What follows belongs to an exercise in optimizing a design on an open flow for small area, a short achievable clock period and few clock cycles per item; a production flow would make more cautious choices.
No functional check of the RTL was part of any run shown here.

## run.sh

```bash
#!/bin/bash
# synth_recipe.tcl (not shown) runs the flow's synth.tcl, then flattens the netlist and writes it again
# the make line also repeats each setting of config.mk as NAME=value (left out here)
make -C /OpenROAD-flow-scripts/flow DESIGN_CONFIG=/design/flow/config.mk WORK_HOME=/design/flow/orfs CLKGATE_MAP_FILE= SYNTH_SCRIPT=/design/flow/synth_recipe.tcl finish
```

## config.mk

```make
export PLATFORM = sky130hd
export DESIGN_NAME = pipelined_div_radix2
export DESIGN_NICKNAME = pipelined_div_radix2
export VERILOG_FILES = /design/flow/design.v
export SDC_FILE = /design/flow/constraint.sdc
export NUM_CORES = 4
export LEC_CHECK = 0
export ABC_CLOCK_PERIOD_IN_PS = 3500
export CAP_MARGIN = 20
export CORE_MARGIN = 2
export CORE_UTILIZATION = 40
export SETUP_SLACK_MARGIN = 5
export SLEW_MARGIN = 20
```

## constraint.sdc

```tcl
create_clock -name core_clock -period 10.0 [get_ports {iCLOCK}]
set_input_delay 2.0000 -clock core_clock [delete_from_list [all_inputs] [get_ports {iCLOCK}]]
set_output_delay 2.0000 -clock core_clock [all_outputs]
set_load 0.01 [all_outputs]
```

## design.v

```verilog
`default_nettype none
`default_nettype wire
`default_nettype none
`default_nettype wire
`default_nettype none
module pipelined_div_radix2(
		input wire iCLOCK,
		input wire inRESET,
		input wire iREMOVE,
		output wire oSOURCE_BUSY,
		input wire iSOURCE_VALID,
		input wire iSOURCE_SIGN,
		input wire [31:0] iSOURCE_DIVIDEND,
		input wire [31:0] iSOURCE_DIVISOR,
		input wire iOUT_BUSY,
		output wire oOUT_VALID,
		output wire [31:0] oOUT_DATA_Q,
		output wire [31:0] oOUT_DATA_R
	);
	localparam [2:0] PH_FIRST = 3'd0;
	localparam [2:0] PH_ITER  = 3'd1;
	localparam [2:0] PH_NEG1  = 3'd2;
	localparam [2:0] PH_NEG2  = 3'd3;
	localparam [2:0] PH_PSUB  = 3'd4;
	reg b_run;
	reg b_valid;
	reg [2:0] b_ph;
	reg b_post;			 
	reg b_an;			 
	reg b_bn;			 
	reg [5:0] b_sa;		 
	reg [5:0] b_cnt;	 
	reg [31:0] b_r;		 
	reg [32:0] b_d;		 
	reg [31:0] b_q;		 
	wire accept = iSOURCE_VALID && !oSOURCE_BUSY && !iREMOVE;
	wire src_an = iSOURCE_SIGN && iSOURCE_DIVIDEND[31];
	wire src_bn = iSOURCE_SIGN && iSOURCE_DIVISOR[31];
	function [5:0] func_clz;
		input [31:0] v;
		integer i;
		begin
			func_clz = 6'd32;
			for(i = 0; i < 32; i = i + 1)begin
				if(v[i])begin
					func_clz = 6'd31 - i[5:0];
				end
			end
		end
	endfunction
	wire qn = b_an ^ b_bn;
	wire [6:0] first_j = {1'b0, b_cnt} - {1'b0, b_sa} + {6'd0, b_an};
	wire first_skip = first_j[6];
	wire first_bz = (b_cnt == 6'd32) && !b_bn;
	wire ph_first = (b_ph == PH_FIRST);
	wire ph_iter = (b_ph == PH_ITER);
	wire ph_neg1 = (b_ph == PH_NEG1);
	wire ph_neg2 = (b_ph == PH_NEG2);
	wire ph_psub = (b_ph == PH_PSUB);
	wire amt_zero = qn && (ph_first || (ph_neg2 && !b_post));
	wire [5:0] sh_amt = amt_zero? 6'd0 : (ph_first? first_j[5:0] : b_cnt);
	wire [32:0] sh_d = {b_bn, b_q} << sh_amt;
	wire add_mode = b_bn && (ph_iter || ph_psub);
	wire [33:0] add_s = {2'b00, b_r} + {1'b0, (add_mode? b_d : ~b_d)} + {33'd0, !add_mode};
	wire step_ok = add_s[33];
	wire last_iter = (b_cnt == 6'd0);
	reg fin;
	always@* begin
		fin = 1'b0;
		case(b_ph)
			PH_FIRST : fin = first_bz || first_skip;
			PH_ITER  : fin = last_iter && !b_an;
			PH_NEG2  : fin = b_post;
			PH_PSUB  : fin = !step_ok && !b_an;
			default  : fin = 1'b0;
		endcase
	end
	assign oSOURCE_BUSY = b_run || (b_valid && iOUT_BUSY);
	always@(posedge iCLOCK or negedge inRESET)begin
		if(!inRESET)begin
			b_run <= 1'b0;
			b_valid <= 1'b0;
		end
		else if(iREMOVE)begin
			b_run <= 1'b0;
			b_valid <= 1'b0;
		end
		else if(accept)begin
			b_run <= 1'b1;
			b_valid <= 1'b0;
		end
		else if(b_run)begin
			if(fin)begin
				b_run <= 1'b0;
				b_valid <= 1'b1;
			end
		end
		else if(!iOUT_BUSY)begin
			b_valid <= 1'b0;
		end
	end
	always@(posedge iCLOCK)begin
		if(accept)begin
			b_ph <= PH_FIRST;
			b_post <= 1'b0;
			b_an <= src_an;
			b_bn <= src_bn;
			b_sa <= func_clz(iSOURCE_DIVIDEND ^ {32{src_an}});
			b_cnt <= func_clz(iSOURCE_DIVISOR ^ {32{src_bn}});
			b_r <= iSOURCE_DIVIDEND;
			b_q <= iSOURCE_DIVISOR;
		end
		else if(b_run)begin
			case(b_ph)
				PH_FIRST : begin
					b_cnt <= first_j[5:0];
					if(first_bz)begin
						b_q <= {{31{!b_an}}, 1'b1};
					end
					else if(first_skip)begin
						b_q <= 32'd0;
					end
					else if(b_an)begin
						b_d <= {b_r[31], b_r};
						b_r <= 32'd0;
						b_ph <= PH_NEG2;
					end
					else if(qn)begin
						b_d <= sh_d;
						b_ph <= PH_PSUB;
					end
					else begin
						b_d <= sh_d;
						b_q <= 32'd0;
						b_ph <= PH_ITER;
					end
				end
				PH_NEG1 : begin
					b_d <= {b_r[31], b_r};
					b_r <= 32'd0;
					b_ph <= PH_NEG2;
				end
				PH_NEG2 : begin
					b_r <= add_s[31:0];
					b_d <= sh_d;
					if(b_post)begin
						b_ph <= PH_NEG2;
					end
					else if(qn)begin
						b_ph <= PH_PSUB;
					end
					else begin
						b_q <= 32'd0;
						b_ph <= PH_ITER;
					end
				end
				PH_PSUB : begin
					b_d <= sh_d;
					if(step_ok)begin
						b_r <= add_s[31:0];
						b_q <= 32'hFFFFFFFF;
						b_ph <= PH_ITER;
					end
					else begin
						b_q <= 32'd0;
						b_post <= 1'b1;
						b_ph <= PH_NEG1;
					end
				end
				default : begin
					b_cnt <= b_cnt - 6'd1;
					b_d <= {b_d[32], b_d[32:1]};
					b_q <= {b_q[30:0], step_ok ^ qn};
					if(step_ok)begin
						b_r <= add_s[31:0];
					end
					if(last_iter)begin
						b_post <= 1'b1;
						b_ph <= PH_NEG1;
					end
				end
			endcase
		end
	end
	assign oOUT_VALID = b_valid;
	assign oOUT_DATA_Q = b_q;
	assign oOUT_DATA_R = b_r;
endmodule
`default_nettype wire
```

==> results.txt, run 1 <==
status finished clean; htree depth 4; Initial Util 40.7%; RR Endpoint b_r[30]; Routed Antenna Nets 0; Fin. Hold Viols 0; CP Max Fanout 3; root buf cell clkbuf_16; I/O pins 136; Period Utilization, post-route 49.3%; layout cell share with drive strength beyond 1 6.59%; CTS tree yes; die width 170 um; storage element area 3470 um2; Clock Tree Buf Depth 2; number of library cell types mapped by synthesis 76; die area 28,900 um2; final hold slack 0.580 ns; Achievable Freq 203 MHz; initial antenna violation count 1; met3 WL post-DR 1990 um; dpl hpwl 26,500 um; Synth Flop Type edfxtp_1; Crit. Startpoint iOUT_BUSY; Mapped Nets 1,474; YS warnings 1; placed inst area 12,600 um2; final wirelength 35,300 um; DR iter-0 viols 911; Setup crit end kind primary output; Fin Clk Skew 0.0129 ns; R2R cell count 16; FILL cells 2,621; time the worst path needs with I/O delays and setup 4.93 ns; fin. max-slew vios 0; footprint of the multi-input gates 7100 um2; Syn Area/Cell 8.12 um2; total core area 27,000 um2; total negative slack 0 ns; Synth Cell Area 11,000 um2; Max Used Layer met4; post-route cell area 13,200 um2; site row count 60; Area growth syn-to-layout 20.2%; vias per cell 5.95; Detailed Routing Iterations Pass 1 5; cells after synthesis 1,356; Max-cap violations 0; Worst-path clk slew 0.06 ns; TritonCTS buffer count 17; Worst Hold Class flip-flop to flip-flop; DR vias 10.7k; Post-synth EDFFs 111; n_diodes 0; Met1 Routed Length 16,300 um; RSZ-0062 raised after global routing true; port bufs 135; relative slew slack 28.8%; Clk Latency, worst-skew pair 0.43 ns; grt ovf 0; critical path class input pin to primary output; Clock Sinks 117; sequential fraction of the synthesis area 31.4%; Required @ worst endpoint 8.00 ns; FF-to-FF Start b_bn; die height 170 um; DRC viols 0; Routability Congestion 0.912; vias in the first global route 9,839; reg-to-reg setup timing slack 5.21 ns; fin nets 1,561; first-pass GRT wire length 55,100 um; actual slew at the worst max-slew pin 1.07 ns; pin count of the biggest net entering global routing 43; Total GRT Usage 24.4%; final-report setup violation count 0; CP startpoint kind input pin; WL met2 16,200 um; # Post-CTS Setup Buffers 0; FFs w/ async S/R, synth 1.71%; Worst setup endpoint oSOURCE_BUSY; flops & latches, synth 117; Routed WL per cell 19.7 um; Arr. time, crit path 2.92 ns
flip-flops by register name (all words and copies together), names as in the netlist, 3 cells and up:
signal,count
b_cnt,6
b_d,33
b_ph,3
b_q,32
b_r,32
b_sa,6
area by class of cell:
type | instances | area share (%)
Multi-Input combinational cell | 1108 | 53.6
Sequential cell | 117 | 26.2
Timing Repair Buffer | 153 | 11.4
Clock buffer | 18 | 3.24
Tap cell | 341 | 3.22
Inverter | 46 | 1.32
Clock inverter | 14 | 1.03
worst min path at each step:
stage | startpoint | to | slack [ns] | cells after the start
3_5_place_dp | b_valid | b_valid | 0.56 | 2
2_1_floorplan | b_post | b_post | 0.49 | 2
5_1_grt | b_d[12] | b_d[11] | 0.61 | 2
3_3_place_gp | b_valid | b_valid | 0.56 | 2
4_1_cts | b_valid | b_valid | 0.58 | 2
6_report | b_valid | b_valid | 0.58 | 2
routing by layer:
metal  global-route usage [%]  up-vias
met5                        0        -
met4                     7.06        0
met3                     3.63       48
met2                     39.6      355
met1                     33.9     5104
li1                         -     5184
through the flow:
stage | std cells | util (%) | worst slack (ns)
floorplan | 1356 | - | 5.03
global placement | 1764 | 46.6 | 4.26
detailed placement | 1765 | 46.7 | 4.21
CTS | 1797 | 48.8 | 4.86
global route | 1797 | 49.0 | 4.94
finish | 1797 | 49.0 | 5.08
repair_timing:
item | CTS | global route
hold buffers | 0 | 0
endpoints found under the setup margin | 73 | 68
resized for setup | 9 | 11
placed cells by master, fill, tap and decap left out, drive strengths merged, types with 19 or more instances in the layout:
| cell type | n |
|---|---|
| a21oi | 112 |
| xor2 | 19 |
| nand3 | 29 |
| clkbuf | 19 |
| and3 | 22 |
| or3 | 41 |
| ha | 46 |
| mux2i | 67 |
| inv | 47 |
| a22oi | 30 |
| a211oi | 19 |
| xnor2 | 54 |
| edfxtp | 111 |
| clkdlybuf4s50 | 133 |
| a21o | 19 |
| o21ai | 139 |
| nand2 | 193 |
| nor2 | 92 |
| nor3 | 42 |
Yosys cell counts, types with 16 or more instances:
master,n,area (um2)
nand2_1,193,724
o21ai_0,136,681
a21oi_1,112,561
edfxtp_1,111,3330
nor2_1,90,338
mux2i_1,67,671
clkbuf_1,64,240
xnor2_1,54,473
ha_1,46,576
inv_1,46,173
nor3_1,41,205
or3_1,41,257
a22oi_1,30,225
nand3_1,29,145
and3_1,22,138
a21o_1,19,143
xor2_1,19,166
a211oi_1,18,135
nor2b_1,17,106
nand2b_1,16,100
worst max-delay path, stage by stage:
cell	delay, ns
clkdlybuf4s50_1	0.42
a21oi_2	0.18
inv_1	0.05
dlygate4sd2_1	0.28
kinds of logic after synthesis:
logic type / count (synthesis) / synth area share (%)
fa+ha+maj: 48 / 5.59
compound gates: 429 / 24.8
buf+inv: 131 / 4.84
flops: 117 / 31.4
xor+xnor: 73 / 5.81
mux: 75 / 7.01
simple gates: 483 / 20.5
==> inputs of run 2 (changes only) <==
--- a/config.mk
+++ b/config.mk
@@ -7,3 +7,2 @@
 export LEC_CHECK = 0
-export ABC_CLOCK_PERIOD_IN_PS = 3500
 export CAP_MARGIN = 20
==> run 2 against run 1 <==
- critical path depth unchanged
- global-route usage unchanged
- wire length unchanged
- critical endpoint unchanged
- die area unchanged
==> results.txt, run 2 <==
site row count 60 (unchanged); Total GRT Usage 24.4% (unchanged); TritonCTS buffer count 17 (unchanged); commonest non-fill, non-tap cells in the layout nand2_1, o21ai_0, clkdlybuf4s50_1, edfxtp_1, a21oi_1 (unchanged); largest area contributor in the netlist edfxtp_1 (unchanged); Crit. Startpoint iOUT_BUSY (unchanged); Achievable Freq 203 MHz (unchanged); total core area 27,000 um2 (unchanged); Crit path largest cell delay 0.42 ns (about the same); FFs w/ async S/R, synth 1.71% (unchanged); final wirelength 35,300 um (unchanged); Area growth syn-to-layout 20.2% (unchanged); actual slew at the worst max-slew pin 1.07 ns (unchanged); Clock Sinks 117 (unchanged); CP startpoint kind input pin (unchanged); most common cell after layout, fill and taps aside nand2_1 (unchanged); count leader, synth nand2_1 (unchanged); Fin Clk Skew 0.0129 ns (unchanged); final worst setup slack 5.08 ns (unchanged); Routed WL per cell 19.7 um (unchanged); relative slew slack 28.8% (unchanged); hold depth 2 (unchanged); Routed Antenna Nets 0 (unchanged); DR vias 10.7k (unchanged); CP Max Fanout 3 (unchanged); root buf cell clkbuf_16 (unchanged); status finished clean (unchanged); Setup crit end kind primary output (unchanged); cells after synthesis 1,356 (unchanged); Clock Tree Buf Depth 2 (unchanged); CP Depth 4 (unchanged); Mapped Nets 1,474 (unchanged); # Post-CTS Setup Buffers 0 (unchanged); YS warnings 1 (unchanged); n_diodes 0 (unchanged); DRC viols 0 (unchanged); Fin. Hold Viols 0 (unchanged); DR iter-0 viols 911 (unchanged); top cells by count, synth nand2_1, o21ai_0, a21oi_1 (unchanged); Clk Latency, worst-skew pair 0.43 ns (about the same); Post-synth EDFFs 111 (unchanged); largest register by flop count b_d (unchanged); fin. max-slew vios 0 (unchanged); Max-cap violations 0 (unchanged); time the worst path needs with I/O delays and setup 4.93 ns (unchanged); number of library cell types mapped by synthesis 76 (unchanged); delay-heaviest family, CP buffers and inverters (unchanged); Required @ worst endpoint 8.00 ns (about the same); RSZ-0062 raised after global routing true (unchanged); Initial Util 40.7% (unchanged); I/O pins 136 (unchanged); die width 170 um (unchanged); final core occ 49.0% (unchanged); pin count of the biggest net entering global routing 43 (unchanged); final-report setup violation count 0 (unchanged); total negative slack 0 ns (unchanged); Period Utilization, post-route 49.3% (unchanged); flops & latches, synth 117 (unchanged); dpl hpwl 26,500 um (unchanged); Crit-path slowest cell clkdlybuf4s50_1 (unchanged); Syn Area/Cell 8.12 um2 (unchanged); first-pass GRT wire length 55,100 um (unchanged); cells along the critical path clkdlybuf4s50_1, a21oi_2, inv_1, dlygate4sd2_1 (unchanged); Arr. time, crit path 2.92 ns (about the same); Worst-path clk slew 0.06 ns (about the same); layout cell share with drive strength beyond 1 6.59% (unchanged); die height 170 um (unchanged); Top Registers b_d (33), b_q (32), b_r (32) (unchanged); R2R cell count 16 (unchanged); vias per cell 5.95 (unchanged); vias in the first global route 9,839 (unchanged); Worst Hold Class flip-flop to flip-flop (unchanged); port bufs 135 (unchanged); worst hold path startpoint b_valid (unchanged); critical path buffer and inverter count 3 (unchanged); critical path class input pin to primary output (unchanged); sequential fraction of the synthesis area 31.4% (unchanged); Synth Flop Type edfxtp_1 (unchanged); htree depth 4 (unchanged); initial antenna violation count 1 (unchanged); Synth area leaders edfxtp_1, nand2_1, o21ai_0 (unchanged); grt ovf 0 (unchanged); Synth top area share 30.3% (unchanged); Routability Congestion 0.912 (unchanged); FF-to-FF Start b_bn (unchanged); number of flip-flops in the largest register 33 (unchanged); die area 28,900 um2 (unchanged); Detailed Routing Iterations Pass 1 5 (unchanged); Synth Cell Area 11,000 um2 (unchanged); fin nets 1,561 (unchanged); Place WS 4.21 ns (unchanged); CTS tree yes (unchanged)
run 2: final cells by class:
type	instances	area, um2
Multi-Input combinational cell	1108	7100
Tap cell	341	427
Sequential cell	117	3470
Clock buffer	18	429
Clock inverter	14	136
Inverter	46	175
Fill cell	2621	13800
Timing Repair Buffer	153	1510
run 2: repair_timing:
item	in CTS	in global routing
gates resized for setup	9	11
endpoints found under the setup margin	73	68
pin swaps	0	0
hold buffers	0	0
run 2: cell families (layout without fill, tap and decap cells):
kind of cell | count (synthesis) | after routing | share of synthesized area (%)
simple gates | 483 | 483 | 20.5
compound gates | 429 | 429 | 24.8
buf+inv | 131 | 231 | 4.84
flops | 117 | 117 | 31.4
mux | 75 | 75 | 7.01
xor+xnor | 73 | 73 | 5.81
fa+ha+maj | 48 | 48 | 5.59
run 2: worst reg2reg max path, delay by kind of cell, from the launching register on:
family                   cells  cell delay [ns]
adder cells (fa/ha/maj)      1             0.45
flip-flops                   1             0.50
AO/OA/AOI/OAI               10             2.46
multiplexers                 1             0.20
AND/OR/NAND/NOR              3             0.56
buffers and inverters        1             0.33
run 2: worst paths after layout:
check / to / slack, ns
worst max register to register: b_r[30] / 5.21
max in group asynchronous: b_run / 8.16
worst min-delay path: b_valid / 0.58
worst min register to register: b_valid / 0.58
min in group asynchronous: b_valid / 1.73
worst max-delay path: oSOURCE_BUSY / 5.08
run 2: metrics by stage:
| step | cell area [um2] | cells | hold slack (ns) |
|---|---|---|---|
| global route | 13200 | 1797 | 0.610 |
| floorplan | 11000 | 1356 | 0.493 |
| finish | 13200 | 1797 | 0.580 |
| global placement | 12600 | 1764 | 0.562 |
| detailed placement | 12600 | 1765 | 0.560 |
| CTS | 13200 | 1797 | 0.584 |
run 2: routing by layer:
metal | routed length [um] | GRT usage [%] | share of wire [%] | vias to the layer above
met3 | 1990 | 3.63 | 5.6 | 48
met5 | 0 | 0 | 0 | -
li1 | - | - | - | 5184
met2 | 16200 | 39.6 | 46 | 355
met1 | 16300 | 33.9 | 46 | 5104
met4 | 787 | 7.06 | 2.2 | 0
==> inputs of run 3 (changes only) <==
--- a/design.v
+++ b/design.v
@@ -5,3 +5,5 @@
 `default_nettype none
-module pipelined_div_radix2(
+module pipelined_div_radix2 #(
+		parameter COMB_BUSY = 1
+	)(
 		input wire iCLOCK,
@@ -30,2 +32,3 @@
 	reg b_bn;			 
+	reg b_cin;			 
 	reg [5:0] b_sa;		 
@@ -33,3 +36,3 @@
 	reg [31:0] b_r;		 
-	reg [32:0] b_d;		 
+	reg [31:0] b_y;		 
 	reg [31:0] b_q;		 
@@ -51,4 +54,5 @@
 	wire qn = b_an ^ b_bn;
-	wire [6:0] first_j = {1'b0, b_cnt} - {1'b0, b_sa} + {6'd0, b_an};
-	wire first_skip = first_j[6];
+	wire [6:0] first_d = {1'b0, b_cnt} - {1'b0, b_sa};
+	wire first_skip = first_d[6];
+	wire [4:0] first_j = first_d[5]? 5'd31 : first_d[4:0];
 	wire first_bz = (b_cnt == 6'd32) && !b_bn;
@@ -56,11 +60,7 @@
 	wire ph_iter = (b_ph == PH_ITER);
-	wire ph_neg1 = (b_ph == PH_NEG1);
-	wire ph_neg2 = (b_ph == PH_NEG2);
-	wire ph_psub = (b_ph == PH_PSUB);
-	wire amt_zero = qn && (ph_first || (ph_neg2 && !b_post));
-	wire [5:0] sh_amt = amt_zero? 6'd0 : (ph_first? first_j[5:0] : b_cnt);
-	wire [32:0] sh_d = {b_bn, b_q} << sh_amt;
-	wire add_mode = b_bn && (ph_iter || ph_psub);
-	wire [33:0] add_s = {2'b00, b_r} + {1'b0, (add_mode? b_d : ~b_d)} + {33'd0, !add_mode};
-	wire step_ok = add_s[33];
+	wire amt_zero = qn && (ph_first || (b_ph == PH_NEG2));
+	wire [4:0] sh_amt = amt_zero? 5'd0 : (ph_first? first_j : b_cnt[4:0]);
+	wire [31:0] sh_y = (b_q << sh_amt) ^ {32{!b_bn}};
+	wire [32:0] add_s = {1'b0, b_r} + {1'b0, b_y} + {32'd0, b_cin};
+	wire step_ok = add_s[32];
 	wire last_iter = (b_cnt == 6'd0);
@@ -68,3 +68,2 @@
 	always@* begin
-		fin = 1'b0;
 		case(b_ph)
@@ -77,3 +76,10 @@
 	end
-	assign oSOURCE_BUSY = b_run || (b_valid && iOUT_BUSY);
+	generate
+		if(COMB_BUSY)begin : GEN_COMB_BUSY
+			assign oSOURCE_BUSY = b_run || (b_valid && iOUT_BUSY);
+		end
+		else begin : GEN_REG_BUSY
+			assign oSOURCE_BUSY = b_run || b_valid;
+		end
+	endgenerate
 	always@(posedge iCLOCK or negedge inRESET)begin
@@ -107,3 +113,3 @@
 			b_bn <= src_bn;
-			b_sa <= func_clz(iSOURCE_DIVIDEND ^ {32{src_an}});
+			b_sa <= src_an? 6'd0 : func_clz(iSOURCE_DIVIDEND);
 			b_cnt <= func_clz(iSOURCE_DIVISOR ^ {32{src_bn}});
@@ -115,3 +121,5 @@
 				PH_FIRST : begin
-					b_cnt <= first_j[5:0];
+					b_cnt <= {1'b0, first_j};
+					b_y <= sh_y;
+					b_cin <= !b_bn;
 					if(first_bz)begin
@@ -123,3 +131,4 @@
 					else if(b_an)begin
-						b_d <= {b_r[31], b_r};
+						b_y <= ~b_r;
+						b_cin <= 1'b1;
 						b_r <= 32'd0;
@@ -128,3 +137,2 @@
 					else if(qn)begin
-						b_d <= sh_d;
 						b_ph <= PH_PSUB;
@@ -132,3 +140,2 @@
 					else begin
-						b_d <= sh_d;
 						b_q <= 32'd0;
@@ -138,3 +145,4 @@
 				PH_NEG1 : begin
-					b_d <= {b_r[31], b_r};
+					b_y <= ~b_r;
+					b_cin <= 1'b1;
 					b_r <= 32'd0;
@@ -144,3 +152,4 @@
 					b_r <= add_s[31:0];
-					b_d <= sh_d;
+					b_y <= sh_y;
+					b_cin <= !b_bn;
 					if(b_post)begin
@@ -157,3 +166,3 @@
 				PH_PSUB : begin
-					b_d <= sh_d;
+					b_y <= sh_y;
 					if(step_ok)begin
@@ -171,3 +180,3 @@
 					b_cnt <= b_cnt - 6'd1;
-					b_d <= {b_d[32], b_d[32:1]};
+					b_y <= {1'b1, b_y[31:1]};
 					b_q <= {b_q[30:0], step_ok ^ qn};
==> run 3 against run 2 <==
- still clean on timing, DRC and antenna
- setup slack worse by 0.0089 ns
- final area is 1.4% higher
- global-route usage is 3.4 points higher
- critical path depth is the same
- wire length grew 15%
- synthesized area is 0.36% higher
- final cell count shrank 0.17%
- sequential share of layout area down 0.43 points
- die area rose by 0.35%
- register-to-register slack gained 0.05 ns
- largest cell class unchanged
==> results.txt, run 3 <==
dpl hpwl 31,100 um (was 26,500 um); most common cell after layout, fill and taps aside clkdlybuf4s50_1 (was nand2_1); final wirelength 40,700 um (was 35,300 um); die width 170 um (about the same); Routed Antenna Nets 0 (unchanged); total negative slack 0 ns (unchanged); layout cell share with drive strength beyond 1 7.57% (was 6.59%); vias in the first global route 10.6k (was 9,839); port bufs 135 (unchanged); sequential fraction of the synthesis area 31.3% (was 31.4%); first-pass GRT wire length 61,700 um (was 55,100 um); Mapped Nets 1,458 (was 1,474); Top Registers b_q (32), b_r (32), b_y (32) (was b_d (33), b_q (32), b_r (32)); CP startpoint kind input pin (unchanged); count leader, synth nand2_1 (unchanged); Required @ worst endpoint 8.00 ns (about the same); DRC viols 0 (unchanged); Worst-path clk slew 0.06 ns (about the same); Synth Flop Type edfxtp_1 (unchanged); DR vias 11.3k (was 10.7k); Period Utilization, post-route 49.3% (about the same); critical path class input pin to primary output (unchanged); Detailed Routing Iterations Pass 1 5 (unchanged); Routability Congestion 0.954 (was 0.912); fin nets 1,553 (was 1,561); commonest non-fill, non-tap cells in the layout clkdlybuf4s50_1, nand2_1, edfxtp_1, a21oi_1 (was nand2_1, o21ai_0, clkdlybuf4s50_1, edfxtp_1, a21oi_1); Arr. time, crit path 2.93 ns (was 2.92 ns); Worst Hold Class flip-flop to flip-flop (unchanged); relative slew slack 26.5% (was 28.8%); die area 29,000 um2 (was 28,900 um2); Post-synth EDFFs 111 (unchanged); Max-cap violations 0 (unchanged); actual slew at the worst max-slew pin 1.09 ns (was 1.07 ns); vias per cell 6.30 (was 5.95); CP Max Fanout 3 (unchanged); pin count of the biggest net entering global routing 77 (was 43); Total GRT Usage 27.8% (was 24.4%); time the worst path needs with I/O delays and setup 4.93 ns (about the same); placed inst area 12,700 um2 (was 12,600 um2); root buf cell clkbuf_16 (unchanged); htree depth 4 (unchanged); number of library cell types mapped by synthesis 83 (was 76); Clock Sinks 117 (unchanged); Synth Cell Area 11,100 um2 (was 11,000 um2); Initial Util 40.9% (was 40.7%); top cells by count, synth nand2_1, edfxtp_1, a21oi_1 (was nand2_1, o21ai_0, a21oi_1); fin. max-slew vios 0 (unchanged); Achievable Freq 203 MHz (about the same); RSZ-0062 raised after global routing true (unchanged); n_diodes 0 (unchanged); reg-to-reg setup timing slack 5.26 ns (was 5.21 ns); FFs w/ async S/R, synth 1.71% (unchanged); Clk Latency, worst-skew pair 0.43 ns (about the same); Area growth syn-to-layout 21.5% (was 20.2%); total core area 27,000 um2 (unchanged); status finished clean (unchanged); initial antenna violation count 0 (was 1); post-route cell area 13,400 um2 (was 13,200 um2); Fin Clk Skew 0.0149 ns (was 0.0129 ns); final-report setup violation count 0 (unchanged); Fin. Hold Viols 0 (unchanged); TritonCTS buffer count 17 (unchanged); DR iter-0 viols 1,229 (was 911); die height 170 um (about the same); flops & latches, synth 117 (unchanged); grt ovf 0 (unchanged); cells after synthesis 1,345 (was 1,356); largest area contributor in the netlist edfxtp_1 (unchanged); CTS tree yes (unchanged); Synth area leaders edfxtp_1, a21oi_1, o21ai_0 (was edfxtp_1, nand2_1, o21ai_0); Setup crit end kind primary output (unchanged); Synth top area share 30.2% (was 30.3%); I/O pins 136 (unchanged); Syn Area/Cell 8.22 um2 (was 8.12 um2); Clock Tree Buf Depth 2 (unchanged); site row count 60 (unchanged); YS warnings 1 (unchanged); Routed WL per cell 22.7 um (was 19.7 um); # hold bufs at CTS 0 (unchanged)
## run 3: cell types whose count changed in the layout (fill, tap and decap cells not counted), sizes merged, moves of 9 or more
cell    before  now
a211o        1   12
a211oi      19   36
a22oi       30    6
inv         47   37
mux2i       67   23
nand2      193  136
nand3       29   78
nor2        92  109
nor3b        6   35
o211ai       3   35
o21ai      139  117
o221ai       3   12
or3         41    9
xnor2       54   35
## run 3: path summary, 6_finish.rpt
| kind | depth (start not counted) | from | end |
|---|---|---|---|
| setup / recovery | 4 | iOUT_BUSY | oSOURCE_BUSY |
| hold / removal | 2 | b_valid | b_valid |
| setup reg to reg | 12 | b_bn | b_y[31] |
| hold reg to reg | 2 | b_valid | b_valid |
| max in group asynchronous | 1 | inRESET | b_valid |
| min in group asynchronous | 1 | inRESET | b_run |
## run 3: area by class of cell
| cell class | count | area, um2 |
|---|---|---|
| fillers | 2643 | 13600 |
| multi-input cells | 1107 | 7180 |
| flip-flops and latches | 117 | 3460 |
| repair buffers | 160 | 1610 |
| well taps | 341 | 427 |
| clock buffers | 17 | 425 |
| clock inverters | 15 | 179 |
| inverters | 36 | 139 |
| repair inverters | 1 | 5.00 |
## run 3: logic make-up (layout without fill, tap and decap cells)
kind of cell,count (synthesis),in the layout,synth area share (%)
AOI/OAI and AO/OA,489,489,29.5
and+or+nand+nor,486,486,21.1
buffers and inverters,121,229,4.41
DFF,117,117,31.3
xor gates and xnor gates,51,51,4.04
adders and majority gates,43,43,5.07
muxes,38,38,4.46
## run 3: routing by layer
layer / share of wire (%) / global-route usage [%] / wire [um]
met1: 44 / 37.8 / 17700
met2: 47 / 45.4 / 19000
met3: 6.3 / 3.58 / 2580
met4: 3.4 / 10.4 / 1390
met5: 0 / 0 / 0
## run 3: what timing repair did
action / CTS / global route
gates cloned: 0 / 1
gates resized for setup: 6 / 8
endpoints found under the setup margin: 40 / 51
pin swaps: 0 / 2
buffers inserted: 0 / 4
## run 3: critical path, cell delays in order
cell             delay [ns]
clkdlybuf4s50_1        0.45
nand2_1                0.11
nand2_1                0.13
clkdlybuf4s15_1        0.24
## run 3: through the flow
stage / hold WS [ns] / worst slack (ns) / instances / utilization (%)
6_report: 0.529 / 5.07 / 1794 / 49.7
5_1_grt: 0.543 / 5.00 / 1794 / 49.7
4_1_cts: 0.526 / 5.03 / 1788 / 49.2
3_5_place_dp: 0.513 / 4.68 / 1756 / 46.9
3_3_place_gp: 0.520 / 4.67 / 1754 / 46.8
2_1_floorplan: 0.478 / 5.43 / 1345 / -
==> inputs of run 4 (changes only) <==
--- a/design.v
+++ b/design.v
@@ -6,3 +6,3 @@
 module pipelined_div_radix2 #(
-		parameter COMB_BUSY = 1
+		parameter COMB_BUSY = 0
 	)(
==> run 4 against run 3 <==
- die area rose by 1.8%
- via count shrank 0.39%
- highest routed layer unchanged
- critical path type is now flip-flop to flip-flop
- synthesized area up 1.9%
- core utilization shrank 1.4 points
- global-route usage down 1.8 points
==> results.txt, run 4 <==
vias per cell 6.12 (was 6.30); Initial Util 40.5% (was 40.9%); most common cell after layout, fill and taps aside clkdlybuf4s50_1 (unchanged); count leader, synth nand2_1 (unchanged); Achievable Freq 215 MHz (was 203 MHz); DR iter-0 viols 1,223 (was 1,229); pin count of the biggest net entering global routing 69 (was 77); Synth Cell Area 11,300 um2 (was 11,100 um2); number of library cell types mapped by synthesis 82 (was 83); dpl hpwl 28,300 um (was 31,100 um); Synth Area in Adders 4.98% (was 5.07%); Clock Sinks 117 (unchanged); fin. max-slew vios 0 (unchanged); FF-to-FF Start b_bn (unchanged); DR vias 11.3k (about the same); final worst setup slack 5.35 ns (was 5.07 ns); Syn Area/Cell 8.26 um2 (was 8.22 um2); RSZ-0062 raised after global routing false (was true); htree depth 4 (unchanged); largest area contributor in the netlist edfxtp_1 (unchanged); FILL cells 2,738 (was 2,643); Fin Clk Skew 0.0177 ns (was 0.0149 ns); Worst Hold Class flip-flop to flip-flop (unchanged); Clk Latency, worst-skew pair 0.44 ns (was 0.43 ns); Max-cap violations 0 (unchanged); main combinational cell family by area after synthesis compound AO/OA/AOI/OAI gates (unchanged); Period Utilization, post-route 46.5% (was 49.3%); Clock Tree Buf Depth 2 (unchanged); hold depth 1 (was 2); vias in the first global route 10.5k (was 10.6k); Worst Hold Path EP b_post (was b_valid); Synth Flop Type edfxtp_1 (unchanged); Synth Area in Simple Gates 20.4% (was 21.1%); Setup crit end kind flip-flop (was primary output); Mapped Nets 1,476 (was 1,458); status finished clean (unchanged); die area 29,500 um2 (was 29,000 um2); FFs w/ async S/R, synth 1.71% (unchanged); fin nets 1,560 (was 1,553); critical path class flip-flop to flip-flop (was input pin to primary output); total negative slack 0 ns (unchanged); initial antenna violation count 0 (unchanged); Synth area leaders edfxtp_1, mux2i_1, o21ai_0 (was edfxtp_1, a21oi_1, o21ai_0); CP Max Fanout 26 (was 3); mux share of post-synthesis cell area 7.81% (was 4.46%); Area growth syn-to-layout 19.1% (was 21.5%); DRC viols 0 (unchanged); relative slew slack 28.7% (was 26.5%); grt ovf 0 (unchanged); R2R cell count 10 (was 12); TritonCTS buffer count 17 (unchanged); final-report setup violation count 0 (unchanged); port bufs 135 (unchanged); first-pass GRT wire length 59,900 um (was 61,700 um); Finished Layout Cells 1,838 (was 1,794); Arr. time, crit path 4.82 ns (was 2.93 ns); DP Cell Count 1,806 (was 1,756); I/O pins 136 (unchanged); actual slew at the worst max-slew pin 1.07 ns (was 1.09 ns); die height 172 um (was 170 um); site row count 61 (was 60); Routed WL per cell 20.8 um (was 22.7 um); cells after synthesis 1,363 (was 1,345); Detailed Routing Iterations Pass 1 7 (was 5); total core area 27,800 um2 (was 27,000 um2); Required @ worst endpoint 10.17 ns (was 8.00 ns); CTS tree yes (unchanged); Top Registers b_q (32), b_r (32), b_y (32) (unchanged); Worst-path clk slew 0.06 ns (about the same); n_diodes 0 (unchanged); # Post-CTS Setup Buffers 0 (unchanged); Post-Synth XOR/XNOR Area 3.97% (was 4.04%); # hold bufs at CTS 0 (unchanged); Post-synth EDFFs 111 (unchanged); reg-to-reg setup timing slack 5.35 ns (was 5.26 ns); Total GRT Usage 26.0% (was 27.8%); top cells by count, synth nand2_1, o21ai_0, a21oi_1 (was nand2_1, edfxtp_1, a21oi_1); YS warnings 1 (unchanged); Synth top area share 29.6% (was 30.2%); Routed Antenna Nets 0 (unchanged); layout cell share with drive strength beyond 1 5.82% (was 7.57%); RR Endpoint b_y[18] (was b_y[31]); final wirelength 38,200 um (was 40,700 um); Routability Congestion 0.896 (was 0.954); Place WS 4.98 ns (was 4.68 ns); time the worst path needs with I/O delays and setup 4.65 ns (was 4.93 ns); CP startpoint kind flip-flop (was input pin); flops & latches, synth 117 (unchanged); worst hold path startpoint b_post (was b_valid); commonest non-fill, non-tap cells in the layout clkdlybuf4s50_1, nand2_1, o21ai_0, a21oi_1, edfxtp_1 (was clkdlybuf4s50_1, nand2_1, edfxtp_1, a21oi_1); sequential fraction of the synthesis area 30.8% (was 31.3%); root buf cell clkbuf_16 (unchanged); die width 172 um (was 170 um); Synth Area in Compound Gates 27.2% (was 29.5%); Fin. Hold Viols 0 (unchanged)
==> run 4: per-stage QoR <==
stage               utilization, %  area (um2)  hold slack, ns
CTS                           48.2       13400           0.547
global placement              46.1       12800           0.515
finish                        48.3       13400           0.543
detailed placement            46.1       12800           0.534
floorplan                        -       11300           0.487
global route                  48.3       13400           0.568
==> run 4: per-layer routing <==
| layer | global-route usage [%] | up-vias | wire [um] |
|---|---|---|---|
| met3 | 3.59 | 51 | 2610 |
| met5 | 0 | - | 0 |
| met2 | 40.4 | 440 | 17200 |
| met1 | 37.7 | 5442 | 17600 |
| li1 | - | 5317 | - |
| met4 | 7.45 | 0 | 760 |
==> run 4: worst max-delay path by stage <==
stage,from,endpoint,slack [ns],cells after the start
3_3_place_gp,iSOURCE_DIVISOR[31],b_cnt[0],5.02,13
4_1_cts,b_bn,b_y[18],5.19,10
6_report,b_bn,b_y[18],5.35,10
5_1_grt,b_r[0],b_r[16],5.04,15
3_5_place_dp,iSOURCE_DIVISOR[31],b_cnt[1],4.98,13
2_1_floorplan,iSOURCE_SIGN,b_cnt[0],6.05,11
==> run 4: logic make-up (layout without fill, tap and decap cells) <==
| family | Yosys count | count (layout) |
|---|---|---|
| muxes | 85 | 85 |
| AOI/OAI and AO/OA | 467 | 467 |
| xor gates and xnor gates | 51 | 51 |
| DFF | 117 | 117 |
| buffers and inverters | 130 | 227 |
| and+or+nand+nor | 470 | 470 |
| adders and majority gates | 43 | 43 |
==> run 4: area by class of cell <==
class | count | area [um2] | share of cell area, %
multi-input cells | 1116 | 7250 | 54.1
well taps | 378 | 473 | 3.53
flip-flops and latches | 117 | 3460 | 25.8
clock inverters | 13 | 149 | 1.11
inverters | 43 | 161 | 1.20
clock buffers | 19 | 433 | 3.23
repair buffers | 152 | 1480 | 11.0
==> run 4: repair_timing <==
item	4_1_cts	5_1_grt
resized for setup	0	2
setup endpoints to repair	0	14
hold endpoints to repair	0	0
==> run 4: critical path, stage by stage (launching register included) <==
cell and delay (ns):
edfxtp_1 0.77, ha_1 0.48, a211o_1 0.24, a21boi_1 0.60, and2_2 0.66, mux2i_1 0.46, nand2_1 0.09, and3_1 0.20
o32ai_1 0.56, mux2i_1 0.27, a211oi_1 0.07
==> inputs of run 5 (changes only) <==
==> flow/run.sh (new file) <==
#!/bin/bash
cp standard.sh standard_sh.txt
export SETUP_SLACK_MARGIN=6
bash standard.sh > standard.log 2>&1
==> standard.sh (new file) <==
#!/bin/bash
# synth_recipe.tcl (not shown) runs the flow's synth.tcl, then flattens the netlist and writes it again
# the make line also repeats each setting of config.mk as NAME=value (left out here)
make -C /OpenROAD-flow-scripts/flow DESIGN_CONFIG=/design/flow/config.mk WORK_HOME=/design/flow/orfs CLKGATE_MAP_FILE= SYNTH_SCRIPT=/design/flow/synth_recipe.tcl "${@:-finish}"
--- a/config.mk
+++ b/config.mk
@@ -10,3 +10,2 @@
 export CORE_UTILIZATION = 40
-export SETUP_SLACK_MARGIN = 5
 export SLEW_MARGIN = 20
removed: run.sh
==> run 5 against run 4 <==
- register-to-register slack improved by 0.73 ns
- global-route usage increased by 0.48 points
- core utilization increased by 2.5 points
- worst hold slack improved by 0.013 ns
- fmax increased by 19%
- first-iteration DRC count increased by 8.3%
- wire length increased by 5.4%
- critical path depth increased by 4
- largest cell class unchanged
==> results.txt, run 5 <==
TritonCTS buffer count 17 (unchanged); final-report setup violation count 0 (unchanged); Top Registers b_q (32), b_r (32), b_y (32) (unchanged); post-route cell area 14,100 um2 (was 13,400 um2); Clock Tree Buf Depth 2 (unchanged); Initial Util 40.5% (unchanged); critical path class flip-flop to flip-flop (unchanged); pin count of the biggest net entering global routing 69 (unchanged); cells after synthesis 1,363 (unchanged); FILL cells 2,683 (was 2,738); CP startpoint kind flip-flop (unchanged); time the worst path needs with I/O delays and setup 3.92 ns (was 4.65 ns); met1 usage 38.4% (was 37.7%); Crit path largest cell delay 0.52 ns (was 0.77 ns); fin nets 1,587 (was 1,560); die height 172 um (unchanged); commonest non-fill, non-tap cells in the layout nand2_1, o21ai_0, clkdlybuf4s50_1, a21oi_1, edfxtp_1 (was clkdlybuf4s50_1, nand2_1, o21ai_0, a21oi_1, edfxtp_1); RSZ-0062 raised after global routing true (was false); root buf cell clkbuf_16 (unchanged); site row count 61 (unchanged); Routed Antenna Nets 0 (unchanged); Total GRT Usage 26.5% (was 26.0%); relative slew slack 28.2% (was 28.7%); Setup crit end kind flip-flop (unchanged); grt ovf 0 (unchanged); Finished Layout Cells 1,865 (was 1,838); total negative slack 0 ns (unchanged); final wirelength 40,200 um (was 38,200 um); FFs w/ async S/R, synth 1.71% (unchanged); status finished clean (unchanged); actual slew at the worst max-slew pin 1.07 ns (about the same); Fin Clk Skew 0.0141 ns (was 0.0177 ns); Post-synth EDFFs 111 (unchanged); most common cell after layout, fill and taps aside nand2_1 (was clkdlybuf4s50_1); DR iter-0 viols 1,325 (was 1,223); DR vias 11.5k (was 11.3k); I/O pins 136 (unchanged); first-pass GRT wire length 60,800 um (was 59,900 um); Crit-path slowest cell mux4_2 (was edfxtp_1); met3 usage 3.98% (was 3.59%); Synth Flop Type edfxtp_1 (unchanged); die width 172 um (unchanged); flops & latches, synth 117 (unchanged); YS warnings 1 (unchanged); fin. max-slew vios 0 (unchanged); CTS tree yes (unchanged); Worst-path clk slew 0.07 ns (was 0.06 ns); Clock Sinks 117 (unchanged); Achievable Freq 255 MHz (was 215 MHz); htree depth 4 (unchanged); port bufs 135 (unchanged); Max-cap violations 0 (unchanged); Mapped Nets 1,476 (unchanged); DP Cell Count 1,806 (unchanged); count leader, synth nand2_1 (unchanged); layout cell share with drive strength beyond 1 12.0% (was 5.82%); Clk Latency, worst-skew pair 0.44 ns (about the same); top cells by count, synth nand2_1, o21ai_0, a21oi_1 (unchanged); CP Max Fanout 6 (was 26); GRT busiest layer met2 (unchanged); die area 29,500 um2 (unchanged); largest area contributor in the netlist edfxtp_1 (unchanged); dpl hpwl 28,300 um (unchanged); Area growth syn-to-layout 25.3% (was 19.1%); sequential fraction of the synthesis area 30.8% (unchanged); Syn Area/Cell 8.26 um2 (unchanged); storage element area 3460 um2 (about the same); Top cell by count, worst path nor2_1 (was mux2i_1); n_diodes 0 (unchanged); # hold bufs at CTS 0 (unchanged); Required @ worst endpoint 10.25 ns (was 10.17 ns); DRC viols 0 (unchanged); initial antenna violation count 0 (unchanged); M2 GR Usage 40.6% (was 40.4%); Detailed Routing Iterations Pass 1 5 (was 7); Synth Cell Area 11,300 um2 (unchanged); Synth area leaders edfxtp_1, mux2i_1, o21ai_0 (unchanged); Fin. Hold Viols 0 (unchanged); Arr. time, crit path 4.17 ns (was 4.82 ns); Routed WL per cell 21.6 um (was 20.8 um); total core area 27,800 um2 (unchanged); cells along the critical path inv_1, ha_1, nor2b_1, o2111a_2, o311a_1, o21ai_4, buf_12, and2_2, mux2_2, nor2_1, nor2_1, mux4_2, mux2i_2, a211oi_1 (was ha_1, a211o_1, a21boi_1, and2_2, mux2i_1, nand2_1, and3_1, o32ai_1, mux2i_1, a211oi_1); Synth top area share 29.6% (unchanged); Period Utilization, post-route 39.2% (was 46.5%); footprint of the multi-input gates 7640 um2 (was 7250 um2); final hold slack 0.556 ns (was 0.543 ns); Worst Hold Class flip-flop to flip-flop (unchanged); vias in the first global route 10.7k (was 10.5k); placed inst area 12,800 um2 (unchanged); vias per cell 6.17 (was 6.12); Routability Congestion 0.896 (unchanged); number of library cell types mapped by synthesis 82 (unchanged)
[run 5: changes by cell type in the layout (fill, tap and decap cells not counted), moves of 4 or more]
cell             change
a21oi_1              -4
buf_12               +6
buf_4               +13
buf_6                +4
clkbuf_2             +4
clkdlybuf4s50_1     -23
dlygate4sd2_1        +6
dlymetal6s2s_1      +10
mux2i_1             -11
mux2i_2             +10
nand2_1              -6
nor3_1               -4
o31ai_1              -5
o31ai_2              +4
[run 5: layout make-up]
cell class / instances / share of cell area, %
multi-input cells: 1119 / 54.1
clock inverters: 13 / 1.06
repair buffers: 176 / 12.7
flip-flops and latches: 117 / 24.6
clock buffers: 19 / 3.07
well taps: 378 / 3.35
inverters: 43 / 1.14
[run 5: worst paths after layout]
path / startpoint / end / slack (ns) / depth (start not counted)
max: b_sa[1] / b_y[27] / 6.08 / 14
min: b_post / b_post / 0.56 / 1
max reg2reg: b_sa[1] / b_y[27] / 6.08 / 14
min reg2reg: b_post / b_post / 0.56 / 1
max in group asynchronous: inRESET / b_run / 8.15 / 1
min in group asynchronous: inRESET / b_valid / 1.73 / 1
[run 5: cells by family (layout without fill, tap and decap cells)]
| group | count (synthesis) | in the layout | share of synthesized area, % |
|---|---|---|---|
| fa+ha+maj | 43 | 43 | 4.98 |
| simple gates | 470 | 473 | 20.4 |
| mux | 85 | 85 | 7.81 |
| xor+xnor | 51 | 51 | 3.97 |
| buf+inv | 130 | 251 | 4.98 |
| compound gates | 467 | 467 | 27.2 |
| flops | 117 | 117 | 30.8 |
[run 5: worst max-delay path: cells and delay by family (launching register included)]
family	cells	cell delay (ns)
multiplexers	3	1.09
buffers and inverters	2	0.22
AO/OA/AOI/OAI	4	1.14
adder cells (fa/ha/maj)	1	0.28
flip-flops	1	0.43
AND/OR/NAND/NOR	4	0.57
[run 5: what timing repair did]
| item | in CTS | in global routing |
|---|---|---|
| pin swaps | 6 | 19 |
| cloned | 3 | 3 |
| setup endpoints to repair | 131 | 94 |
| setup buffers | 8 | 13 |
| resized for setup | 62 | 91 |
[run 5: through the flow]
| stage | setup slack (ns) | util, % |
|---|---|---|
| finish | 6.08 | 50.8 |
| floorplan | 6.05 | - |
| CTS | 6.00 | 49.2 |
| global route | 5.98 | 50.8 |
| detailed placement | 4.98 | 46.1 |
| global placement | 5.02 | 46.1 |
[run 5: per-layer routing]
| layer | up-vias | wire, um |
|---|---|---|
| met5 | - | 0 |
| li1 | 5375 | - |
| met2 | 495 | 18300 |
| met4 | 0 | 815 |
| met3 | 55 | 3000 |
| met1 | 5573 | 18100 |
==> inputs of run 6 (changes only) <==
==> flow/run.sh (replaced) <==
#!/bin/bash
cp standard.sh standard_sh.txt
export SETUP_SLACK_MARGIN=7.2
bash standard.sh > standard.log 2>&1
==> run 6 against run 5 <==
- wire length grew 30%
- critical path type unchanged
- still clean on timing, DRC and antenna
- highest routed layer unchanged
- critical endpoint is now b_y[31]
- core utilization is 16 points higher
- die area is the same
- fmax about the same
==> results.txt, run 6 <==
status finished clean (unchanged); site row count 61 (unchanged); vias per cell 6.38 (was 6.17); Clk Latency, worst-skew pair 0.45 ns (was 0.44 ns); CTS tree yes (unchanged); Setup crit end kind flip-flop (unchanged); flops & latches, synth 117 (unchanged); DR vias 13.6k (was 11.5k); count leader, synth nand2_1 (unchanged); Routed WL per cell 24.5 um (was 21.6 um); Fin. Hold Viols 0 (unchanged); actual slew at the worst max-slew pin 1.07 ns (about the same); Crit. Startpoint b_an (was b_sa[1]); Top Registers b_q (32), b_r (32), b_y (32) (unchanged); Syn Area/Cell 8.26 um2 (unchanged); RSZ-0062 raised after global routing true (unchanged); root buf cell clkbuf_16 (unchanged); number of library cell types mapped by synthesis 82 (unchanged); CP Max Fanout 8 (was 6); largest area contributor in the netlist edfxtp_1 (unchanged); final wirelength 52,200 um (was 40,200 um); DR iter-0 viols 1,692 (was 1,325); htree depth 4 (unchanged); Initial Util 40.5% (unchanged); Worst Hold Class flip-flop to flip-flop (unchanged); YS warnings 1 (unchanged); DRC viols 0 (unchanged); DP Cell Count 1,804 (was 1,806); Finished Layout Cells 2,134 (was 1,865); Period Utilization, post-route 39.3% (was 39.2%); total negative slack 0 ns (unchanged); dpl hpwl 29,000 um (was 28,300 um); Crit-path slowest cell edfxtp_1 (was mux4_2); most common cell after layout, fill and taps aside buf_4 (was nand2_1); port bufs 135 (unchanged); time the worst path needs with I/O delays and setup 3.93 ns (was 3.92 ns); Routability Congestion 0.917 (was 0.896); FF-to-FF Start b_an (was b_sa[1]); final-report setup violation count 0 (unchanged); Place WS 4.28 ns (was 4.98 ns); Post-synth EDFFs 111 (unchanged); Fin Clk Skew 0.0166 ns (was 0.0141 ns); n_diodes 0 (unchanged); Achievable Freq 255 MHz (about the same); pin count of the biggest net entering global routing 33 (was 69); final worst setup slack 6.07 ns (was 6.08 ns); # hold bufs at CTS 0 (unchanged); die height 172 um (unchanged); Synth area leaders edfxtp_1, mux2i_1, o21ai_0 (unchanged); layout cell share with drive strength beyond 1 46.5% (was 12.0%); vias in the first global route 12.2k (was 10.7k); Synth Cell Area 11,300 um2 (unchanged); cells along the critical path inv_1, ha_4, a211o_2, a21boi_4, and3_4, buf_12, buf_16, mux2i_4, mux2i_2, buf_4, mux2i_2, buf_4, a21oi_1, a32oi_2, mux2i_1, a21oi_1 (was inv_1, ha_1, nor2b_1, o2111a_2, o311a_1, o21ai_4, buf_12, and2_2, mux2_2, nor2_1, nor2_1, mux4_2, mux2i_2, a211oi_1); first-pass GRT wire length 73,400 um (was 60,800 um); Clock Sinks 117 (unchanged); Max-cap violations 0 (unchanged); Detailed Routing Iterations Pass 1 6 (was 5); total core area 27,800 um2 (unchanged); Area growth syn-to-layout 65.7% (was 25.3%); Crit path largest cell delay 0.54 ns (was 0.52 ns); Total GRT Usage 32.6% (was 26.5%); initial antenna violation count 0 (unchanged); cells after synthesis 1,363 (unchanged); sequential fraction of the synthesis area 30.8% (unchanged); CP startpoint kind flip-flop (unchanged); commonest non-fill, non-tap cells in the layout buf_4, edfxtp_1, nand2_1, o21ai_0, nor2_1 (was nand2_1, o21ai_0, clkdlybuf4s50_1, a21oi_1, edfxtp_1); die area 29,500 um2 (unchanged); Worst-path clk slew 0.06 ns (was 0.07 ns); worst hold path startpoint b_post (unchanged); Arr. time, crit path 4.12 ns (was 4.17 ns); I/O pins 136 (unchanged); grt ovf 0 (unchanged); critical path class flip-flop to flip-flop (unchanged); top cells by count, synth nand2_1, o21ai_0, a21oi_1 (unchanged); relative slew slack 28.2% (about the same); die width 172 um (unchanged); TritonCTS buffer count 17 (unchanged); Clock Tree Buf Depth 2 (unchanged); Routed Antenna Nets 0 (unchanged); fin. max-slew vios 0 (unchanged); Synth top area share 29.6% (unchanged); FFs w/ async S/R, synth 1.71% (unchanged); Synth Flop Type edfxtp_1 (unchanged); Mapped Nets 1,476 (unchanged); fin nets 1,856 (was 1,587); Required @ worst endpoint 10.19 ns (was 10.25 ns)
[run 6: cell counts after synthesis]
No cell type changed its count.
[run 6: metrics by stage]
stage | hold WS (ns) | util [%] | area, um2
final | 0.569 | 67.2 | 18700
after global routing | 0.588 | 67.2 | 18700
after CTS | 0.548 | 61.1 | 17000
after detailed placement | 0.534 | 48.4 | 13500
after global placement | 0.519 | 48.4 | 13400
after floorplan | 0.487 | - | 12100
[run 6: area by class of cell]
| class | count | area (um2) |
|---|---|---|
| Timing Repair inverter | 2 | 17.5 |
| Clock buffer | 17 | 425 |
| Tap cell | 378 | 473 |
| Inverter | 43 | 203 |
| Multi-Input combinational cell | 1130 | 9780 |
| Clock inverter | 15 | 168 |
| Sequential cell | 117 | 3460 |
| Fill cell | 2112 | 9120 |
| Timing Repair Buffer | 432 | 4140 |
[run 6: path summary, 6_finish.rpt]
kind / end / slack, ns / cells past startpoint
setup / recovery: b_y[31] / 6.07 / 16
hold / removal: b_post / 0.57 / 1
setup reg to reg: b_y[31] / 6.07 / 16
hold reg to reg: b_post / 0.57 / 1
max in group asynchronous: b_run / 8.14 / 1
min in group asynchronous: b_run / 1.72 / 1
[run 6: timing repair]
item / in CTS / in global routing
buffers inserted: 190 / 75
gates cloned: 27 / 6
setup endpoints to repair: 260 / 249
gates resized for setup: 686 / 237
pin swaps: 133 / 162
[run 6: logic make-up (layout without fill, tap and decap cells)]
group	after synthesis	count (layout)	synth area share, %
simple gates	470	483	20.4
compound gates	467	468	27.2
buf+inv	130	509	4.98
flops	117	117	30.8
mux	85	85	7.81
xor+xnor	51	51	3.97
fa+ha+maj	43	43	4.98
[run 6: metal layers]
metal  up-vias  GRT usage, %  part of all wire (%)
met5         -             0                     0
met4         0          8.04                   2.3
met3       117          4.97                    10
met2       867          51.1                    46
met1      6669          47.1                    42
li1       5962             -                     -
[run 6: critical path, delay by kind of cell (launching register included)]
kind                     cells  cell delay [ns]
AO/OA/AOI/OAI                5             0.85
adder cells (fa/ha/maj)      1             0.30
buffers and inverters        5             0.79
flip-flops                   1             0.54
multiplexers                 4             0.84
AND/OR/NAND/NOR              1             0.32
==> inputs of run 7 (changes only) <==
==> flow/run.sh (replaced) <==
#!/bin/bash
cp standard.sh standard_sh.txt
export SETUP_SLACK_MARGIN=6.6
bash standard.sh > standard.log 2>&1
==> run 7 against run 6 <==
- sequential share of layout area is 1.4 points higher
- highest routed layer is now met5
- setup slack better by 0.018 ns
- via count is 4.0% lower
- final area is 7.0% lower
- sequential cell count stayed put
- register-to-register slack better by 0.02 ns
- synthesized cell count stayed put
==> results.txt, run 7 <==
CP Max Fanout 8 (unchanged); Achievable Freq 256 MHz (was 255 MHz); Initial Util 40.5% (unchanged); Total GRT Usage 31.4% (was 32.6%); status finished clean (unchanged); Synth Area in Simple Gates 20.4% (unchanged); Max-cap violations 0 (unchanged); Clock Sinks 117 (unchanged); Synth Area in Adders 4.98% (unchanged); dpl hpwl 28,500 um (was 29,000 um); R2R cell count 15 (was 16); time the worst path needs with I/O delays and setup 3.91 ns (was 3.93 ns); mux share of post-synthesis cell area 7.81% (unchanged); Synth Cell Area 11,300 um2 (unchanged); Arr. time, crit path 4.08 ns (was 4.12 ns); Worst-path clk slew 0.06 ns (about the same); GRT busiest layer met2 (unchanged); I/O pins 136 (unchanged); critical path class flip-flop to flip-flop (unchanged); top cells by count, synth nand2_1, o21ai_0, a21oi_1 (unchanged); Period Utilization, post-route 39.1% (was 39.3%); Synth Flop Type edfxtp_1 (unchanged); FILL cells 2,271 (was 2,112); Mapped Nets 1,476 (unchanged); Area growth syn-to-layout 54.1% (was 65.7%); relative slew slack 35.1% (was 28.2%); number of library cell types mapped by synthesis 82 (unchanged); vias per cell 6.41 (was 6.38); storage element area 3470 um2 (was 3460 um2); delay-heaviest family, CP simple AND/OR/NAND/NOR gates (was compound AO/OA/AOI/OAI gates); Routability Congestion 0.869 (was 0.917); cells after synthesis 1,363 (unchanged); largest area contributor in the netlist edfxtp_1 (unchanged); TritonCTS buffer count 17 (unchanged); Worst Hold Class flip-flop to flip-flop (unchanged); Clk Latency, worst-skew pair 0.43 ns (was 0.45 ns); reg-to-reg setup timing slack 6.09 ns (was 6.07 ns); CP startpoint kind flip-flop (unchanged); hold depth 1 (unchanged); vias in the first global route 12.0k (was 12.2k); Setup crit end kind flip-flop (unchanged); Crit path largest cell delay 0.45 ns (was 0.54 ns); die height 172 um (unchanged); port bufs 135 (unchanged); critical path buffer and inverter count 3 (was 5); Clock Tree Buf Depth 2 (unchanged); final-report setup violation count 0 (unchanged); M2 GR Usage 49.4% (was 51.1%); Syn Area/Cell 8.26 um2 (unchanged); Routed WL per cell 24.0 um (was 24.5 um); RR Endpoint b_y[18] (was b_y[31]); sequential fraction of the synthesis area 30.8% (unchanged); footprint of the multi-input gates 9150 um2 (was 9780 um2); Routed Antenna Nets 0 (unchanged); # hold bufs at CTS 0 (unchanged); DRC viols 0 (unchanged); first-pass GRT wire length 70,700 um (was 73,400 um); met3 usage 7.73% (was 4.97%); FFs w/ async S/R, synth 1.71% (unchanged); YS warnings 1 (unchanged); total core area 27,800 um2 (unchanged); actual slew at the worst max-slew pin 0.963 ns (was 1.07 ns); main combinational cell family by area after synthesis compound AO/OA/AOI/OAI gates (unchanged); die area 29,500 um2 (unchanged); Top Registers b_q (32), b_r (32), b_y (32) (unchanged); grt ovf 0 (unchanged); FF-to-FF Start b_cnt[1] (was b_an); root buf cell clkbuf_16 (unchanged); total negative slack 0 ns (unchanged); commonest non-fill, non-tap cells in the layout buf_4, nand2_1, edfxtp_1, o21ai_0, nor2_1 (was buf_4, edfxtp_1, nand2_1, o21ai_0, nor2_1); fin nets 1,761 (was 1,856); site row count 61 (unchanged); fin. max-slew vios 0 (unchanged); Fin. Hold Viols 0 (unchanged); final wirelength 48,900 um (was 52,200 um); cells along the critical path ha_1, nor2b_4, o2111a_2, or3_4, and3_4, buf_12, buf_16, buf_4, mux2i_4, mux2i_4, nand2_1, and3_4, o32ai_4, mux2i_1, a211oi_1 (was inv_1, ha_4, a211o_2, a21boi_4, and3_4, buf_12, buf_16, mux2i_4, mux2i_2, buf_4, mux2i_2, buf_4, a21oi_1, a32oi_2, mux2i_1, a21oi_1); initial antenna violation count 1 (was 0); layout cell share with drive strength beyond 1 33.5% (was 46.5%); htree depth 4 (unchanged); Post-Synth XOR/XNOR Area 3.97% (unchanged); Post-synth EDFFs 111 (unchanged); Worst Hold Path EP b_post (unchanged); flops & latches, synth 117 (unchanged); Crit-path slowest cell edfxtp_1 (unchanged); Detailed Routing Iterations Pass 1 7 (was 6); Fin Clk Skew 0.0158 ns (was 0.0166 ns); pin count of the biggest net entering global routing 36 (was 33); worst hold path startpoint b_post (unchanged); count leader, synth nand2_1 (unchanged); die width 172 um (unchanged); most common cell after layout, fill and taps aside buf_4 (unchanged); Synth area leaders edfxtp_1, mux2i_1, o21ai_0 (unchanged); RSZ-0062 raised after global routing true (unchanged); met1 usage 43.1% (was 47.1%); Synth Area in Compound Gates 27.2% (unchanged); DR vias 13.1k (was 13.6k); CTS tree yes (unchanged); n_diodes 0 (unchanged); Synth top area share 29.6% (unchanged); DR iter-0 viols 1,762 (was 1,692); Required @ worst endpoint 10.17 ns (was 10.19 ns)
==> run 7: cell counts after synthesis <==
Identical to the previous run, type by type.
==> run 7: stage by stage <==
step	utilization, %	area, um2	hold slack [ns]	instances	setup WS (ns)
after floorplan	-	11300	0.487	1363	6.19
after global placement	46.2	12800	0.506	1802	4.72
after detailed placement	46.2	12800	0.519	1802	4.70
after CTS	58.1	16100	0.533	1986	6.18
after global routing	62.5	17400	0.555	2039	5.97
final	62.5	17400	0.551	2039	6.09
==> run 7: logic make-up after synthesis <==
logic type	Yosys count
AO/OA/AOI/OAI	467
XOR/XNOR	51
adder cells (fa/ha/maj)	43
buffers and inverters	130
flip-flops	117
multiplexers	85
AND/OR/NAND/NOR	470
==> run 7: worst max path at each step <==
stage	end	slack (ns)	startpoint	depth (start not counted)
6_report	b_y[18]	6.09	b_cnt[1]	15
5_1_grt	b_y[26]	5.97	b_cnt[1]	15
4_1_cts	b_y[27]	6.18	b_sa[1]	14
3_5_place_dp	b_y[18]	4.70	b_bn	10
3_3_place_gp	b_y[18]	4.72	b_bn	11
2_1_floorplan	b_cnt[0]	6.19	iSOURCE_DIVISOR[16]	12
==> run 7: repair_timing <==
action,CTS,global route
buffers inserted,127,51
cloned,25,2
pin swaps,85,85
hold endpoints to repair,0,0
endpoints found under the setup margin,252,177
resized for setup,409,179
==> run 7: layout make-up <==
class | instances | area share [%]
Multi-Input combinational cell | 1127 | 52.7
Clock inverter | 14 | 1.03
Tap cell | 378 | 2.73
Timing Repair inverter | 1 | 0.0505
Clock buffer | 18 | 2.47
Sequential cell | 117 | 20.0
Inverter | 43 | 1.10
Timing Repair Buffer | 341 | 19.9
==> run 7: routing by layer <==
metal	part of all wire (%)	routed length (um)
met1	41	20000
met2	46	22400
met3	10	5020
met4	3.1	1500
met5	0.025	12

[separate check: timing with driven ports]
In the flow no input, the clock included, has a driving cell. The finished layouts below were timed again as built, in two steps. Step 1 (the two cells are an assumption about what drives the block):
set clk [get_ports {iCLOCK}]
set_driving_cell -lib_cell sky130_fd_sc_hd__clkbuf_16 $clk
set_driving_cell -lib_cell sky130_fd_sc_hd__buf_2 [delete_from_list [all_inputs] $clk]
Step 2, shift: input delay + t, output delay - t, t = (earliest + latest rising clock arrival at the registers) / 2. This alone moves slack from input paths to output paths. Slacks: ideal ports / drivers / drivers and shift; pairs: ideal ports / drivers.
| run | shift t [ns] | setup WS [ns] | clock arrival spread, ns | worst data-port slew with drivers (ns) |
|---|---|---|---|---|
| run 1 | 0.474 | 5.075 / 5.046 / 4.785 | 0.013 / 0.013 | 0.04 |
| run 2 | 0.474 | 5.075 / 5.046 / 4.785 | 0.013 / 0.013 | 0.04 |
| run 3 | 0.474 | 5.066 / 5.043 / 4.813 | 0.015 / 0.016 | 0.04 |
| run 4 | 0.478 | 5.350 / 5.350 / 4.910 | 0.017 / 0.017 | 0.04 |
| run 5 | 0.477 | 6.077 / 6.077 / 5.675 | 0.014 / 0.014 | 0.04 |
| run 6 | 0.495 | 6.074 / 6.074 / 5.673 | 0.016 / 0.016 | 0.07 |
| run 7 | 0.476 | 6.092 / 6.092 / 5.793 | 0.016 / 0.016 | 0.06 |
After both steps setup and hold are still met in every run listed. For run 4, which loses most, drivers alone change the setup slack by 0.000 ns; drivers and shift together by -0.440 ns.
